This design comes from an exercise in tuning for small area, a short achievable clock period and few clock cycles on the open sky130 flow, not from production work. No run shown here included a check of the RTL's function; only the layout flow was run.

## flow/design.v (module list and top-level ports; edited modules follow where they fit)
// module MandelbrotGen: 1312 lines
// module mfa: 4 lines
// module mha: 4 lines
module MandelbrotGen(
		input Clk_100M,           
		input  [4:0]BTNS,         
		input  SW0,               
		input  SW15,              
		output reg [18:0] addrA,  
		output reg [11:0] dinA,   
		output reg wea            
    );
  // ...
==> flow/flow/run.sh <==
#!/bin/bash
# Layout flow: the standard synthesis, then the standard ORFS layout steps
# with the resizer's timing repair aiming for a larger setup slack margin, so
# that it shortens the critical paths below the clock period. Each tool's
# output goes to a log here.
set -euo pipefail
MARGIN=7.6
bash standard.sh synth > synth.log 2>&1
sed -e "s/SETUP_SLACK_MARGIN=[0-9.]*/SETUP_SLACK_MARGIN=$MARGIN/" standard.sh > layout.sh
bash layout.sh > layout.log 2>&1
==> flow/standard.sh <==
#!/bin/bash
# synth_recipe.tcl (not shown) runs the flow's synth.tcl, then flattens the netlist and writes it again
# the make line also repeats each setting of config.mk as NAME=value (left out here)
make -C /OpenROAD-flow-scripts/flow DESIGN_CONFIG=/design/flow/config.mk WORK_HOME=/design/flow/orfs CLKGATE_MAP_FILE= SYNTH_SCRIPT=/design/flow/synth_recipe.tcl "${@:-finish}"
==> flow/config.mk <==
export PLATFORM = sky130hd
export DESIGN_NAME = MandelbrotGen
export DESIGN_NICKNAME = MandelbrotGen
export VERILOG_FILES = /design/flow/design.v
export SDC_FILE = /design/flow/constraint.sdc
export NUM_CORES = 8
export LEC_CHECK = 0
export CAP_MARGIN = 70
export CORE_MARGIN = 2
export CORE_UTILIZATION = 40
export SETUP_SLACK_MARGIN = 5
export SLEW_MARGIN = 70
export SYNTH_HIERARCHICAL = 1
export SYNTH_MINIMUM_KEEP_SIZE = 0
export TNS_END_PERCENT = 0
==> flow/constraint.sdc <==
create_clock -name core_clock -period 11.0 [get_ports {Clk_100M}]
set_input_delay 2.2000 -clock core_clock [delete_from_list [all_inputs] [get_ports {Clk_100M}]]
set_output_delay 2.2000 -clock core_clock [all_outputs]
set_load 0.01 [all_outputs]
==> flow_metrics.tcl, run 1 <==
set metrics [dict create \
    run_status "complete, no violations" \
    highest_layer "met4" \
    synth_edf_count 90 \
    nonClkBufAreaFrac_pct 2.86 \
    path_class "reg2reg" \
    inv_count 85 \
    die_h_um 302 \
    timing.rr.start "pan_im" \
    layout-drive-gt1-share_pct 8.97 \
    slowest_delay_ns 0.46 \
    cp.required_ns 11.39 \
    placedCellCount 4404 \
    fmax_mhz 241 \
    synth_cell_types 95 \
    numCtsBuffers 56 \
    synth_flop_cell "dfxtp_1" \
    pre_cts_slack_ns 6.51 \
    cp.depth 16 \
    synth_area_leaders "fa_1 25%, dfxtp_1 24%, edfxtp_1 7.6%" \
    grt_use_total_pct 19.8 \
    grt_util_met2_pct 31.8 \
    postCtsHoldBufs 0 \
    dieArea_um2 91400 \
    synth_xor_area_share_pct 7.01 \
]
==> run 2, diff against run 1 <==
--- a/flow/design.v
+++ b/flow/design.v
@@ -1206,18 +1206,20 @@
 mfa u_q214 (zh0_q[17], zh1_q[17], ci2[17], q214, q215);
 wire [18:0] s_sum_t = {{q70, q68, q66, q64, q62, q60, q58, q56, q54, q52, q50, q48, q46, q44, q42, q40, q38, q36}, yc_q[0]} + {{q69, q67, q65, q63, q61, q59, q57, q55, q53, q51, q49, q47, q45, q43, q41, q39, q37, xc_q[0]}, yc_q[0]};
 wire [17:0] s_sum = s_sum_t[18:1];
 wire [18:0] nzr_t = {{q178, q176, q174, q172, q170, q168, q166, q164, q162, q160, q158, q156, q154, q152, q150, q148, q146, q144}, 1'b0} + {{q177, q175, q173, q171, q169, q167, q165, q163, q161, q159, q157, q155, q153, q151, q149, q147, q145, ~yc_q[0]}, 1'b0};
 wire [17:0] nzr = nzr_t[18:1];
 wire [18:0] nzi_t = {{q214, q212, q210, q208, q206, q204, q202, q200, q198, q196, q194, q192, q190, q188, q186, q184, q182, q180}, 1'b0} + {{q213, q211, q209, q207, q205, q203, q201, q199, q197, q195, q193, q191, q189, q187, q185, q183, q181, z_lo[13]}, 1'b0};
 wire [17:0] nzi = nzi_t[18:1];
 wire esc_s = ~s_sum[17] & s_sum[16] & (|s_sum[15:0]);
-wire retire = v3 & d3 & (t3 == hpar) & ~restart;
+wire fin    = v3 & (d3 | e3);
+wire retire = fin & (t3 == hpar) & ~restart;
 wire take   = (~v3 | retire) & ~restart;
+wire [7:0] n_fin = d3 ? n3 : n3 + 8'd1;    
 wire pan = pan_im | pan_re;
 wire [17:0] add_a = pan_im ? im0 : pan_re ? re0 : row_end ? cin : crn;
 wire [17:0] add_b = pan ? {shift[12:0], 5'b0} : shift;
 wire add_sub = pan ? pan_sub : row_end;
 wire [17:0] add_r = add_a + (add_b ^ {18{add_sub}}) + {17'b0, add_sub};
 wire [17:0] pre0 = pan_re ? add_r : re0;
 wire [17:0] pim0 = pan_im ? add_r : im0;
 reg [17:0] nshift, nre0, nim0;
@@ -1268,17 +1270,17 @@
 	zr1 <= zr_nx;
 	zi1 <= zi_nx;
 	bone1 <= bone_nx; btwo1 <= btwo_nx;
 	if (take) begin
 		cr1 <= crn; ci1 <= cin;
 		n1 <= 8'd0; d1 <= 1'b0; t1 <= ipar;
 	end else begin
 		cr1 <= cr3; ci1 <= ci3;
-		n1 <= d3 ? n3 : n3 + 8'd1;
+		n1 <= n_fin;
 		d1 <= d3 | e3; t1 <= t3;
 	end
 	v1 <= ~restart & (v3 | take);
 	if (restart) begin
 		shift <= nshift; re0 <= nre0; im0 <= nim0;
 		crn <= nre0; cin <= nim0; xn <= 10'd0; yn <= 9'd0;
 		row_end <= 1'b0; ipar <= 2'd0;
 	end else if (take) begin
@@ -1302,17 +1304,17 @@
 	wea <= retire & ~raw_restart;
 	if (restart) begin
 		addrA <= 19'd307199;
 		hpar  <= 2'd0;
 	end else if (retire) begin
 		addrA <= (addrA == 19'd307199) ? 19'd0 : addrA + 19'd1;
 		hpar  <= hpar + 2'd1;
 	end
-	dinA <= (n3 == 8'd150) ? 12'h000 : {4'b0100, n3};
+	dinA <= (n_fin == 8'd150) ? 12'h000 : {4'b0100, n_fin};
 end
 endmodule
 module mfa(input a, input b, input c, output s, output co);
 	assign s  = a ^ b ^ c;
 	assign co = (a & b) | (a & c) | (b & c);
 endmodule
 module mha(input a, input b, output s, output co);
 	assign s  = a ^ b;
==> run 2 against run 1 <==
Effect of this change: synthesized cell count increased by 0.98%; wire length increased by 1.8%; maximum frequency rose by 2.7%; cell count is 0.93% higher; sequential share of layout area down 0.23 points; non-clock buffer count increased by 5; critical endpoint is now cin[17].
==> flow_metrics.tcl, run 2 <==
set metrics [dict create \
    ys_warn_count 7 \
    path_cells "buf_12 -> or2_4 -> mux2i_4 -> buf_4 -> xor2_1 -> ha_1 -> a21oi_4 -> o211ai_2 -> o21ai_2 -> o21ai_4 -> a2111o_1 -> nand2_1 -> a21oi_2 -> o211a_1 -> mux2_2" \
    start_kind "flip-flop" \
    dr_total_vias 24113 \
    fin_crit_sh_pct 36.7 \
    root_buffer "clkbuf_16" \
    finalCriticalPeriod_ns 4.04 \
    synthAdderAreaFrac_pct 30.0 \
    cts_max_level 2 \
    layout-drive-gt1-share_pct 9.45 \
    run_status "complete, no violations" \
    setup_viol 0 \
    areaGrowthSynthToFinish_pct 12.2 \
    crit_path_max_fanout 34 \
    max-cap-violations 0 \
    globalplace.congestion 0.857 \
    holdPathEnd "n2[5]" \
    synth_compound_area_share_pct 10.8 \
    placedCellCount 4433 \
    synthesis.area_um2 35600 \
    min_path_cells 0 \
    yosys.area_share.simple_pct 14.1 \
    synth_flop_cell "dfxtp_1" \
    portBuffers 36 \
    hold_violations 0 \
    firstDrtPassIters 8 \
    hold_path_class "reg2reg" \
    synth_top_area_share_pct 24.6 \
    yosysMostFrequentCell "fa_1" \
    r2r_cells 15 \
    postCtsHoldBufs 0 \
    synth_edf_count 90 \
    drt_wl_total_mm 89.8 \
    synth_top_family_by_area "adder cells" \
    fmax_mhz 248 \
    synth_cell_types 88 \
    grt_pass1_wl_mm 144 \
    ys_ff_latch 519 \
    drc 0 \
    critical_path_arrival_ns 4.42 \
    r2r_slack_ns 6.96 \
    initial_core_util_pct 40.3 \
    layout_common_cells "434 x fa_1, 389 x dfxtp_1, 329 x nand2_1" \
    maxSlewViolCount 0 \
    ys_seq_area_share_pct 31.7 \
    cts_buffer_depth 3 \
    ios 40 \
    gr-total-overflow 0 \
    fp-row-count 109 \
    dieArea_um2 91400 \
    numCtsBuffers 58 \
    clock_sinks 519 \
    die_x_um 302 \
    reg2reg_to "cin[17]" \
    grt_max_degree 68 \
    wl_per_cell_um 19.7 \
    synth_area_leaders "fa_1 25%, dfxtp_1 24%, edfxtp_1 7.6%" \
    synthMuxAreaShare_pct 2.89 \
    drtIter0Drc 1682 \
    largest_register "addrA" \
    mostFrequentLayoutCell "fa_1" \
    clkTransAtPathRegs_ns 0.06 \
    grt_pass1_vias 25071 \
    nets 3948 \
    rsz0062_at_grt "true" \
    slowest_delay_ns 0.49 \
    cp.required_ns 11.38 \
    fin_cells 4563 \
    timing.rr.start "pan_im" \
    synth_xor_area_share_pct 7.01 \
    cp_slowest_cell "a2111o_1" \
    via_per_inst 5.28 \
    path_class "reg2reg" \
    postSynthCellCount 3393 \
    grt_use_total_pct 20.0 \
    grt_antenna_before_repair 0 \
    core-area_um2 88400 \
    holdCritStartpoint "n1[5]" \
    die_h_um 302 \
    largest_reg_flops 19 \
    avgSynthCellArea_um2 10.5 \
    clock_skew_ns 0.0374 \
    ant_nets 0 \
    synth_top_cell_by_area "fa_1" \
    synthTopCellsByCount "437 x fa_1, 429 x dfxtp_1, 335 x nand2_1" \
    crit_start "pan_im" \
    cp-end-kind "flip-flop" \
    async_flop_share_pct 0 \
    dp_hpwl_mm 62.0 \
    cts_tree "yes" \
    clk_latency_ns 0.64 \
    setup-tns-final_ns 0 \
]
run 2: final cells by class:
class / count / area, um2
Antenna cell: 2 / 5.00
Clock inverter: 23 / 322
Multi-Input combinational cell: 2574 / 23600
Inverter: 84 / 320
Tap cell: 1165 / 1460
Timing Repair Buffer: 110 / 1170
Fill cell: 8304 / 48400
Sequential cell: 519 / 11400
Clock buffer: 86 / 1720
run 2: worst max path at each step:
stage | endpoint | slack (ns) | depth (start not counted)
3_5_place_dp | im0[16] | 6.44 | 15
4_1_cts | zi3[16] | 6.81 | 21
5_1_grt | zr3[16] | 6.79 | 17
6_report | cin[17] | 6.96 | 15
2_1_floorplan | zi3[16] | 7.24 | 21
3_3_place_gp | crn[14] | 5.40 | 14
run 2: cell families after synthesis:
logic type                 after synthesis
AOI/OAI and AO/OA                      572
xor gates and xnor gates               285
adders and majority gates              593
buffers and inverters                  311
DFF                                    519
muxes                                   99
other                                    2
and+or+nand+nor                       1012
run 2: per-module statistics from Yosys, one instance, submodules excluded:
module | copies in the design | flip-flops and latches
MandelbrotGen | 1 | 519
mfa | 433 | 0
mha | 53 | 0
run 2: what timing repair did:
action                     CTS  global route
resized for setup           13            29
gates cloned                 0             1
buffers inserted             9             8
pin swaps                   23            23
setup endpoints to repair  129           149
run 2: per-stage QoR:
step                      worst slack [ns]  hold slack [ns]  area, um2  utilization (%)
after CTS                             6.81            0.322      39700             44.9
after detailed placement              6.44            0.312      37500             42.4
after floorplan                       7.24            0.310      35700                -
after global placement                5.40            0.310      37000             41.9
final                                 6.96            0.324      40000             45.2
after global routing                  6.79            0.328      40000             45.2
run 2: critical path: cells and delay by family (launching register included):
family	cells	cell delay [ns]
xor+xnor	1	0.16
buf+inv	2	0.35
fa+ha+maj	1	0.39
mux	2	0.47
flops	1	0.36
compound gates	7	1.59
simple gates	2	0.44
run 2: layer usage:
layer / vias up / GRT usage, % / routed length, um
met5: - / 0 / 0
met3: 115 / 3.01 / 4950
li1: 11282 / - / -
met1: 12106 / 27.8 / 40100
met4: 0 / 5.50 / 1840
met2: 610 / 32.6 / 42800

==> afterwards: timing with drivers on the ports <==
The results above use ideal ports. As a check the final layouts listed here were re-extracted and re-timed, cells and wires unchanged. Step 1 sets driving cells, clkbuf_16 on the clock port and buf_2 on the other inputs (assumed; they add their load-dependent delay and slew). Step 2 times the ports against the registers' clock, not the clock port: input delays grow and output delays shrink by t, the midpoint of the rising clock arrivals with the driver on. a / b / c = ideal ports / drivers / drivers and shift; a / b = the first two.
| run | t (ns) | setup slack, ns | hold WS [ns] |
|---|---|---|---|
| run 1 | 0.692 | 6.856 / 6.856 / 6.856 | 0.319 / 0.319 / 0.319 |
| run 2 | 0.682 | 6.964 / 6.964 / 6.964 | 0.324 / 0.324 / 0.324 |
After both steps every run listed still meets setup and hold.
